Source: an optimization exercise on an open RTL-to-GDS flow (aim: small area, a short achievable clock period and few clock cycles). Production flows keep margins and buffers that such runs may drop. No activity file was given, so power comes from the tool's default toggle rates.

Design SD, start of the top module:
module SD(
    clk,
    rst_n,
    in_valid,
    in,
    out_valid,
    out
    );
input            clk, rst_n, in_valid;
input      [3:0] in;
output reg       out_valid;
output reg [3:0] out;
localparam P_IN  = 2'd0;     
localparam P_SLV = 2'd1;     
localparam P_OUT = 2'd2;     
reg  [1:0] phase;
wire       ph_in  = (phase == P_IN);
wire       ph_out = (phase == P_OUT);
reg [1:0] xo, xs, yo, ys;
wire last_x   = (xo == 2'd2) & (xs == 2'd2);
wire last_y   = (yo == 2'd2) & (ys == 2'd2);
wire first_x  = (xo == 2'd0) & (xs == 2'd0);
wire first_y  = (yo == 2'd0) & (ys == 2'd0);
wire last_in  = in_valid & last_x & last_y;      
wire is_blank = in_valid & (in == 4'd0);
wire [8:0] din;
genvar g;
generate
    for (g = 0; g < 9; g = g + 1) begin : g_din
        assign din[g] = (in == g + 1);
    end
endgenerate
reg [8:0] colr [0:8];
wire [8:0] col_old = first_y ? 9'd0 : colr[8];
integer i;
always @(posedge clk) begin
    colr[0] <= col_old | din;
    for (i = 1; i < 9; i = i + 1)
        colr[i] <= colr[i-1];
end
reg [8:0] boxm [0:2];
wire box_new = (yo == 2'd0) & (xo == 2'd0);
generate
    for (g = 0; g < 3; g = g + 1) begin : g_box
        always @(posedge clk)
            if (xs == g)
                boxm[g] <= (box_new ? 9'd0 : boxm[g]) | din;
    end
endgenerate
  ...
==> flow/config.mk <==
export PLATFORM = sky130hd
export DESIGN_NAME = SD
export DESIGN_NICKNAME = SD
export VERILOG_FILES = /design/flow/design.v
export SDC_FILE = /design/flow/constraint.sdc
export NUM_CORES = 4
export LEC_CHECK = 0
export ABC_CLOCK_PERIOD_IN_PS = 3000
export CAP_MARGIN = 20
export CORE_MARGIN = 2
export CORE_UTILIZATION = 60
export CTS_BUF_LIST = sky130_fd_sc_hd__clkbuf_16
export CTS_CLUSTER_DIAMETER = 100
export CTS_CLUSTER_SIZE = 24
export SLEW_MARGIN = 20
==> flow/constraint.sdc <==
create_clock -name core_clock -period 8.5 [get_ports {clk}]
set_input_delay 1.7000 -clock core_clock [delete_from_list [all_inputs] [get_ports {clk}]]
set_output_delay 1.7000 -clock core_clock [all_outputs]
set_load 0.01 [all_outputs]
standard.sh (not shown) runs the stock make flow with config.mk's settings and CLKGATE_MAP_FILE= SYNTH_SCRIPT=/design/flow/synth_recipe.tcl, a recipe that flattens the netlist after the stock synthesis.
==> flow/flow/run.sh <==
#!/bin/bash
# The standard layout, with two changes to how it is made:
#  - port buffers are buf_2 cells (buffer_ports would otherwise pick a delay cell)
#  - timing repair aims past the target period (the clock period is unchanged)
set -euo pipefail
MARGIN=$(cat flow/margin.txt)
bash standard.sh finish \
  "BUFFER_PORTS_ARGS=-buffer_cell sky130_fd_sc_hd__buf_2" \
  "SETUP_SLACK_MARGIN=${MARGIN}" > standard.log 2>&1
==> flow/flow/margin.txt <==
5.5
Next try:
--- a/flow/design.v
+++ b/flow/design.v
@@ -90,17 +90,24 @@
         always @(posedge clk)
             if (slot[g]) relt[g*(g-1)/2 +: g] <= related[g-1:0];
     end
 endgenerate
 reg  [8:0] val [0:8];        
 reg  [9:0] cur;              
 reg        retry;            
-reg        fail_r;           
+reg        ph_b;             
+reg  [8:0] avail_r;          
 reg  [8:0] jmp_r;            
-reg  [8:0] below;
+wire [8:0] below;
+assign below[0] = |cur[9:1];
+generate
+    for (g = 1; g < 9; g = g + 1) begin : g_below
+        assign below[g] = below[g-1] & ~cur[g];
+    end
+endgenerate
 wire [8:0] viol;
 wire [8:0] jmp;
 generate
     for (g = 0; g < 9; g = g + 1) begin : g_viol
         assign viol[g] = below[g] & ~|(val[g] & cand[g]);
         if (g == 0) begin : g0
             assign jmp[g] = viol[g];
@@ -136,67 +143,52 @@
 assign above[0] = ~retry;
 generate
     for (g = 1; g < 9; g = g + 1) begin : g_above
         assign above[g] = ~retry | (|val_c[g-1:0]);
     end
 endgenerate
 wire [8:0] avail = cand_c & ~used & above;
+always @(posedge clk)
+    avail_r <= avail;
 wire [8:0] pick;              
-assign pick[0] = avail[0];
+assign pick[0] = avail_r[0];
 generate
     for (g = 1; g < 9; g = g + 1) begin : g_pick
-        assign pick[g] = avail[g] & ~|avail[g-1:0];
-    end
-endgenerate
-wire found = |avail;
+        assign pick[g] = avail_r[g] & ~|avail_r[g-1:0];
+    end
+endgenerate
+wire found = |avail_r;
 wire can_step = |(cur[8:0] & ex);
-wire stepped  = ~ph_out & ~do_jmp & ~fail_r & can_step;
-wire done = (phase == P_SLV) & cur[9] & ~fail_r & ~any_viol;
-wire [8:0] jmp_below;
-assign jmp_below[8] = 1'b0;
-generate
-    for (g = 0; g < 8; g = g + 1) begin : g_jb
-        assign jmp_below[g] = |jmp_now[8:g+1];
-    end
-endgenerate
+wire stepped  = ~ph_out & ~do_jmp & ph_b;
+wire done = (phase == P_SLV) & cur[9] & ~any_viol;
 always @(posedge clk or negedge rst_n) begin
     if (!rst_n) begin
         cur    <= 10'd1;
-        below  <= 9'd0;
         retry  <= 1'b0;
-        fail_r <= 1'b0;
+        ph_b   <= 1'b0;
         jmp_r  <= 9'd0;
     end
     else begin
-        fail_r <= stepped & ~found;
         jmp_r  <= ph_out ? 9'd0 : jmp;
+        ph_b   <= ~ph_out & ~do_jmp & ~ph_b & can_step;
         if (ph_out) begin
             cur   <= cur[9] ? 10'd1 : {cur[8:0], 1'b0};
-            below <= 9'd0;
             retry <= 1'b0;
         end
         else if (done) begin
             cur   <= 10'd2;
-            below <= 9'd0;
             retry <= 1'b0;
         end
         else if (do_jmp) begin
             cur   <= {1'b0, jmp_now};
-            below <= jmp_below;
             retry <= 1'b1;
         end
-        else if (fail_r) begin
-            cur   <= {2'b0, cur[9:2]};
-            below <= below & ~cur[9:1] & ~{1'b0, cur[9:2]};
-            retry <= 1'b1;
-        end
-        else if (can_step) begin
-            cur   <= {cur[8:0], 1'b0};
-            below <= below | cur[8:0];
-            retry <= 1'b0;
+        else if (ph_b) begin
+            cur   <= found ? {cur[8:0], 1'b0} : {1'b0, cur[9:1]};
+            retry <= ~found;
         end
     end
 end
 generate
     for (g = 0; g < 9; g = g + 1) begin : g_val
         always @(posedge clk)
             if (cur[g] & stepped)
=>
- via count fell by about 0.56%
- power fell by 1.0%
- cell count shrinks by 1.2%
- setup slack degrades by 29 ps
- utilization falls by 0.35 points
- worst hold slack got worse by 9.4 ps
No functional check of the RTL was part of any run of this note.

-- port drivers added, routing unchanged --
No port has a modelled driver above. Below, the same layouts with a new extraction and two added sets of constraints.
Step 1: set_driving_cell puts a clkbuf_16 on clk and a buf_2 on each other input, an assumption about the parent block.
Step 2 adds t to the input delays and takes it off the output delays; t is the mean of the earliest and latest rising clock arrival at the registers after step 1. Input paths then give back, and output paths get back, about the clock's delay inside the block.
Slacks: ideal / step 1 / step 2; pairs: ideal / step 1.
run | t (ns) | setup slack, ns | latest minus earliest clock arrival (ns) | worst register clock-pin slew, ns | cell pins on the clock port's net
the first run | 0.599 | 5.538 / 5.538 / 5.050 | 0.026 / 0.025 | 0.10 / 0.10 | 1
the second run | 0.594 | 5.509 / 5.510 / 5.102 | 0.023 / 0.022 | 0.10 / 0.10 | 1
After both steps setup and hold are still met in every run listed. The setup slack of the first run, which loses most, moves by 0.000 ns with the drivers and by -0.488 ns with both steps.
